What follows belongs to an exercise in optimizing a design on an open flow for small area; a production flow would make more cautious choices.
Function was checked by simulation only, so behaviour that the tests miss may differ from the original.
No activity file was given, so power comes from the tool's default toggle rates.

==> design.v <==
module gGMUX_BKeys (
	input	[2:0]	LVDS_IG_A_DATA	,
	input	[2:0]	LVDS_IG_B_DATA	,
	input	LVDS_IG_A_CLK			,
	input	LVDS_IG_BKL_ON			,
	input	LVDS_IG_PANEL_PWR		,
	output	[2:0]	LVDS_A_DATA		,
	output	[2:0]	LVDS_B_DATA		,
	output	LVDS_A_CLK				,
	output	LVDS_B_CLK				,
	output	LCD_BKLT_EN				,
	output	LCD_PWR_EN				,
	output	LCD_BKLT_PWM			,
	output	P3V3GPU_EN				,
	output	P1V5FB1V8GPU_R_EN		,
	output	P1V0GPU_EN				,
	output	GPUVCORE_EN				,
	output	EG_RESET_L				,
	output	LVDS_DDC_SEL_IG			,
	output	LVDS_DDC_SEL_EG 		,
	output  DP_MUX_EN				,
	output  DP_MUX_SEL_EG			,
	output  GMUX_INT				,
	input  LPC_CLK33M_GMUX 			,
	input  PLT_RESET_L				,
	input  GMUX_RESET_L
);
	assign LVDS_A_DATA[2:0] = LVDS_IG_A_DATA[2:0];
	assign LVDS_B_DATA[2:0] = LVDS_IG_B_DATA[2:0];
	assign LVDS_A_CLK	= LVDS_IG_A_CLK;
	assign LVDS_B_CLK	= LVDS_IG_A_CLK;
	assign LCD_BKLT_EN	= LVDS_IG_BKL_ON;
	assign LCD_PWR_EN	= LVDS_IG_PANEL_PWR;
	assign P3V3GPU_EN			= 0;
	assign P1V5FB1V8GPU_R_EN	= 0;
	assign P1V0GPU_EN			= 0;
	assign GPUVCORE_EN			= 0;
	assign EG_RESET_L			= 0;
	assign LVDS_DDC_SEL_IG		= 1;
	assign LVDS_DDC_SEL_EG		= 0;
	assign DP_MUX_EN 			= 1;
	assign DP_MUX_SEL_EG		= 0;
	assign GMUX_INT				= 1;
	wire Rising_Edge_Event; 
	wire Falling_edge_event; 
	reg Edge_Event_dly; 
	always @(posedge LPC_CLK33M_GMUX) 
	begin
		Edge_Event_dly <= GMUX_RESET_L;
	end
	assign Rising_Edge_Event = (GMUX_RESET_L && !Edge_Event_dly); 
	assign Falling_edge_event = (!GMUX_RESET_L && Edge_Event_dly); 
	localparam Delay = 'h528;  
	localparam N = 5;
	reg[10:0] Delay_Counter;
	reg[13:0] Decoded_Frame; 
	reg[3:0] Bit_Number;
	reg[16:0] Frame_Counter;
	localparam Frame_Time = 'h10000;  
	localparam Brightness_Up = 'h1FFD;
	localparam Brightness_Down = 'h1FFE;
	reg[1:0] Last_Key_Press;
	reg[5:0] N_Frames_Counter;
	always @(posedge LPC_CLK33M_GMUX)
	begin
		if(!PLT_RESET_L) begin
			Delay_Counter <= Delay;
			Decoded_Frame = 'h000;
			Bit_Number = 0;
			Frame_Counter = 0;
			Last_Key_Press = 0;
			N_Frames_Counter = 0;
		end else begin
		if(Rising_Edge_Event == 1 || Falling_edge_event == 1) begin
			Delay_Counter <= 0;
		end else if(Delay_Counter <= Delay-1) begin
       			    if(Delay_Counter == Delay-1) begin
						Decoded_Frame[Bit_Number] = GMUX_RESET_L;
						if(Bit_Number < 13) begin
							Bit_Number= Bit_Number + 1;
						end
						else begin
							Bit_Number = 0;
						end
				end	
				Delay_Counter <= Delay_Counter +1;
		end
		if(GMUX_RESET_L == 1) begin
			Frame_Counter = 0;
		end
		else if(GMUX_RESET_L == 0) begin
			Frame_Counter = Frame_Counter + 1;
		end
		if(Frame_Counter >= Frame_Time) begin
			if(Decoded_Frame == Brightness_Up) begin
				Last_Key_Press[0] = 1;	
				N_Frames_Counter = 0;	
			end else if (Decoded_Frame == 	Brightness_Down) begin
				Last_Key_Press[1] = 1;
				N_Frames_Counter = 0;
			end	else begin	
				N_Frames_Counter = N_Frames_Counter + 1;
			end
			if(N_Frames_Counter >= N && Last_Key_Press > 0 ) begin
				Last_Key_Press = 0; 
				N_Frames_Counter = 0;		
			end
			Frame_Counter = 0;
			Bit_Number = 0;
			Decoded_Frame = 0;		
		end		
		end
	end
	reg Key_Clock;
	localparam  Prescale = 'h400000;
	reg[22:0] Prescale_Counter;  
	always @(posedge LPC_CLK33M_GMUX)
	begin
		if(!PLT_RESET_L) begin
			Prescale_Counter <= 'h0;
			Key_Clock <= 1'b0;
		end else begin
		Prescale_Counter <= Prescale_Counter + 1;
		 if(Prescale_Counter>=(Prescale)) begin
		   Prescale_Counter <= 'h0;
		  end
		  Key_Clock <= Prescale_Counter[22] ;  
		end
	end
	wire Brightness_Trigger ;
	reg  Brightness_Trigger_dly;
	wire Brightness_Trigger_Event ;
	assign Brightness_Trigger = (Key_Clock);
	always @(posedge LPC_CLK33M_GMUX)
	begin
		if(!PLT_RESET_L)
			Brightness_Trigger_dly <= 1'b0;
		else
			Brightness_Trigger_dly <= Brightness_Trigger ;
	end
	assign Brightness_Trigger_Event = (Brightness_Trigger && !Brightness_Trigger_dly)?1:0 ;
	reg [4:0] Brightness_Level;  
	reg [4:0] Brightness_Level_Next;
	always @(*)
	 begin	
			Brightness_Level_Next = Brightness_Level;
			if (Last_Key_Press[0] == 1  && Brightness_Level < 'd16 ) begin
				Brightness_Level_Next = Brightness_Level + 1;
			end else if(Last_Key_Press[1] == 1 && Brightness_Level > 'd0 ) begin
				Brightness_Level_Next = Brightness_Level - 1; 
			end else begin
			end
	 end 	
	always @(posedge LPC_CLK33M_GMUX)
	begin
		if(!PLT_RESET_L)
			Brightness_Level <= 'd11;
		else if(Brightness_Trigger_Event)
			Brightness_Level <= Brightness_Level_Next;
	end
	reg [31:0] Duty_Cycle;  
	wire [31:0] Periode ='d142711;  
	always @(posedge LPC_CLK33M_GMUX)
	begin
		if(!PLT_RESET_L) begin
			Duty_Cycle <= 'd49949;
		end else if (Brightness_Trigger_Event) begin
		case (Brightness_Level_Next)
			'd0 : Duty_Cycle <= 'd0 ;
			'd1 : Duty_Cycle <= 'd2854 ;
			'd2 : Duty_Cycle <= 'd4281 ;
			'd3 : Duty_Cycle <= 'd5708 ;
			'd4 : Duty_Cycle <= 'd8563 ;
			'd5 : Duty_Cycle <= 'd11417 ;
			'd6 : Duty_Cycle <= 'd15698 ;
			'd7 : Duty_Cycle <= 'd19980 ;
			'd8 : Duty_Cycle <= 'd25688 ;
			'd9 : Duty_Cycle <= 'd34251 ;
			'd10 : Duty_Cycle <= 'd41386 ;
			'd11 : Duty_Cycle <= 'd49949 ;
			'd12 : Duty_Cycle <= 'd59939 ;
			'd13 : Duty_Cycle <= 'd72783 ;
			'd14 : Duty_Cycle <= 'd87054 ;
			'd15 : Duty_Cycle <= 'd105606 ;
			'd16 : Duty_Cycle <= 'd127013 ;
			default : ;
		endcase
		end 
	end 
	reg[16:0] PWM_Counter;
	always @(posedge LPC_CLK33M_GMUX)
	 begin
	   if(!PLT_RESET_L)
		PWM_Counter <= 0;
	   else begin
	   PWM_Counter <= PWM_Counter + 1;
	   if(PWM_Counter>=Periode) 
		PWM_Counter <= 0;
	   end
	  end
	assign LCD_BKLT_PWM = (PWM_Counter<Duty_Cycle) ? 1:0 ;		
endmodule
==> run.sh <==
#!/bin/bash
# synth_recipe.tcl (not shown) runs the flow's synth.tcl, then flattens the netlist and writes it again
# the make line also repeats each setting of config.mk as NAME=value (left out here)
make -C /OpenROAD-flow-scripts/flow DESIGN_CONFIG=/design/flow/config.mk WORK_HOME=/design/flow/orfs CLKGATE_MAP_FILE= SYNTH_SCRIPT=/design/flow/synth_recipe.tcl finish
==> config.mk <==
export PLATFORM = sky130hd
export DESIGN_NAME = gGMUX_BKeys
export DESIGN_NICKNAME = gGMUX_BKeys
export VERILOG_FILES = /design/flow/design.v
export SDC_FILE = /design/flow/constraint.sdc
export NUM_CORES = 4
export LEC_CHECK = 0
export CAP_MARGIN = 20
export CORE_MARGIN = 2
export CORE_UTILIZATION = 40
export SLEW_MARGIN = 20
==> constraint.sdc <==
create_clock -name core_clock -period 10.0 [get_ports {LPC_CLK33M_GMUX}]
set_input_delay 2.0000 -clock core_clock [delete_from_list [all_inputs] [get_ports {LPC_CLK33M_GMUX}]]
set_output_delay 2.0000 -clock core_clock [all_outputs]
set_load 0.01 [all_outputs]
==> metrics.md <==
| Metric | Value |
|---|---|
| Crit path kind | `register to output port` |
| CTS buffer count | `17` |
| Seq pwr share | `43.4%` |
| Int Power | `866 uW` |
| CTS root buffer | `clkbuf_16` |
| Synthesized area per cell | `8.33 sq um` |
| Clock Power Share | `53.5%` |
| Post-DP HPWL | `9250 um` |
| Post-cts sizing count | `0` |
| Starting density of the core | `40.6%` |
| Worst skew pair latency | `0.41 ns` |
| CTS Hold Buffers Added | `0` |
| #FFs+latches synth | `119` |
| Pre-antenna DRT Iters | `5` |
| Synth top area share | `35.7%` |
| Diode count | `0` |
| DRC marker count from the first detailed-route iteration | `397` |
| Status | `timing/DRC/antenna clean` |
| GRT Total Usage | `15.9%` |
| Per-cell routed wire length | `13.2 um` |
| Layout cells sized above 1 | `8.77%` |
| P_leak | `0.00269 uW` |
| Via/cell ratio | `5.26` |
| Clock Tree Buf Depth | `2` |
| Unique masters post-synth | `80` |
| Sw Ratio | `22.9%` |
| Sw Pwr | `258 uW` |
| Die W | `133 um` |
| # DRC | `0` |
| Crit path capture type | `output port` |
| Seq/Total Area, Yosys | `35.7%` |
| Critical Path Max Stage Delay | `0.55 ns` |
| Worst Setup Start Kind | `register` |
| Fin Hold WS | `0.438 ns` |
| PwrDens | `153 mW/mm^2` |
| Final setup viols | `0` |
| Worst-path clk slew | `0.06 ns` |
| Fmax | `0.210 GHz` |
| ANT nets after route | `0` |
| PortBufs | `3` |
| Vias in the first global route | `4,949` |
| Top-count cell post-synth | `dfxtp_1` |
| Nets | `825` |
| Cell area after synthesis | `0.00668 sq mm` |
| Die area | `0.0178 sq mm` |
| Core Box Area | `0.0165 sq mm` |
| Slew @ Worst Pin | `0.945 ns` |
| Largest net degree at the start of global routing | `33` |
| Setup Skew | `0.00707 ns` |
| Worst hold path type | `register to register` |
| Synth-to-layout area growth | `9.74%` |
| Combinational share of power | `3.1%` |
| MaxCap Viol Count | `0` |
| Tcrit/Tclk final | `47.6%` |
| Slew margin rel. | `36.9%` |
| VDD IR max | `0.000116 V` |
| # H-tree levels | `4` |
| Crit path top cell by count | `a21o_1` |
| Critical-path cell list | `inv_1 > ha_1 > a21o_1 > a21o_1 > a21o_1 > a21o_1 > a21oi_1 > o21ai_0 > a31oi_1 > clkdlybuf4s50_1` |
| Cells after Synth | `802` |
| RSZ-0062 raised after global routing | `false` |
| EDFF count, synth | `0` |
| Die Y | `133 um` |
| Delay-heaviest family, CP | `compound AO/OA/AOI/OAI gates` |
| Synth area leaders | `dfxtp_1 (36%), nor2_1 (6.0%), xor2_1 (5.8%)` |
| WP buf/inv | `2` |
| FFs w/ async S/R, synth | `0%` |
| CP max FO | `2` |
| Final Max Slew Viols | `0` |
| TritonCTS clock tree | `yes` |
| Global route total overflow | `0` |
| Top_reg_cell synth | `dfxtp_1` |
| Req. time, crit path | `8.00 ns` |
| CTS sink count | `119` |
| Synth warn | `1` |
| GP Congestion | `0.895` |
| First-pass GRT wire length | `23,500 um` |
| Setup bufs post-CTS | `0` |
| # IOs | `33` |
| Initial antenna violation count | `0` |
| Worst EP arrival | `2.76 ns` |
| Post-synth top cells | `dfxtp_1 (119), nor2_1 (107), nand2_1 (63)` |
| Routed WL | `13,400 um` |
| Area leader, netlist | `dfxtp_1` |
| FP Rows | `47` |
| Slowest stage cell, crit path | `clkdlybuf4s50_1` |
| Final Hold Viols | `0` |
| Setup_tns | `0 ns` |
| Via count | `5,354` |
| Post-route minimum period | `4.76 ns` |
[metal layers]
metal | global-route usage [%] | up-vias | routed length, um
met2 | 24.2 | 108 | 5830
met3 | 4.30 | 17 | 606
met1 | 21.9 | 2458 | 6840
met4 | 5.14 | 0 | 142
li1 | - | 2771 | -
met5 | 0 | - | 0
[flip-flops by register name (all words and copies together) (netlist names)]
name,count
Bit_Number,4
Brightness_Level,5
Brightness_Trigger_dly,1
Decoded_Frame,14
Delay_Counter,11
Duty_Cycle,17
Edge_Event_dly,1
Frame_Counter,17
Key_Clock,1
Last_Key_Press,2
N_Frames_Counter,6
PWM_Counter,17
Prescale_Counter,23
[cell type report]
type	count	area, sq um
Sequential cell	119	2380
Tap cell	220	275
Multi-Input combinational cell	611	3920
Fill cell	1630	9130
Timing Repair Buffer	6	52.6
Clock inverter	14	151
Inverter	30	113
Clock buffer	18	439
[kinds of logic after synthesis]
family,count (synthesis),synth area share [%]
compound gates,156,15.6
flops,119,35.7
fa+ha+maj,28,5.24
buf+inv,81,6.20
mux,4,0.787
other cells,2,0.112
simple gates,341,26.9
xor+xnor,71,9.53
[placed cells by master (no fill, tap or decap), types with 4 or more instances in the layout]
master      netlist  routed
dfxtp_1         119     119
nor2_1          107     107
nand2_1          63      63
nand3_1          46      46
a21oi_1          44      44
xor2_1           44      44
o21ai_0          38      38
inv_1            30      29
ha_1             28      28
nand4_1          27      27
xnor2_1          25      25
clkbuf_16         0      17
nor3_1           16      16
and3_1           13      13
conb_1            2      11
a21o_1            8       8
o211ai_1          8       8
a211oi_1          8       8
nand2b_1          7       7
and4_1            7       7
nor2b_1           6       6
a31oi_1           6       6
or3_1             6       6
nand3b_1          5       5
or2_2             5       5
clkinvlp_4        0       5
nor4_2            4       4
a22oi_1           4       4
o21ai_2           4       4
and2_1            4       4
[path summary, 6_finish.rpt]
path         cells past startpoint  slack, ns                   to                 from
min                              1       0.44  Prescale_Counter[0]  Prescale_Counter[0]
min reg2reg                      1       0.44  Prescale_Counter[0]  Prescale_Counter[0]
max reg2reg                     10       6.41  N_Frames_Counter[3]        Bit_Number[0]
max                             10       5.24         LCD_BKLT_PWM        Duty_Cycle[1]
[power groups by stage]
stage	clock (uW)	combinational [uW]	sequential, uW
after floorplan	0	36.5	495
after global placement	0	35.4	498
after detailed placement	0	35.4	498
after CTS	619	35.5	487
after global routing	639	40.3	488
final	601	35.4	487
[stage by stage]
| step | setup WS (ns) | util (%) | instance area, sq um | power, uW | cells |
|---|---|---|---|---|---|
| after floorplan | 5.88 | - | 6720 | 532 | 811 |
| after global placement | 5.04 | 40.9 | 6740 | 533 | 986 |
| after detailed placement | 5.02 | 40.9 | 6740 | 533 | 986 |
| after CTS | 5.21 | 44.5 | 7330 | 1140 | 1018 |
| after global routing | 5.11 | 44.5 | 7330 | 1170 | 1018 |
| final | 5.24 | 44.5 | 7330 | 1120 | 1018 |

-- afterwards: timing with drivers on the ports --
How much do the figures lean on ideal ports? The routed layout below was timed once more, with nothing changed but the port constraints.
Step 1 sets driving cells, clkbuf_16 on the clock port and buf_2 on the other inputs (assumed; they add their load-dependent delay and slew).
Step 2 adds t to the input delays and takes it off the output delays; t is the mean of the earliest and latest rising clock arrival at the registers after step 1. Input paths then give back, and output paths get back, about the clock's delay inside the block.
Three values: ideal, step 1, step 2; two values: the first two.
t, ns: 0.450
setup WS [ns]: 5.244 / 5.205 / 4.926
worst data-port slew with drivers (ns): 0.10
cell pins on the clock port's net: 1
After both steps setup and hold are still met in this run. For this run, drivers alone change the setup slack by -0.039 ns; drivers and shift together by -0.318 ns.
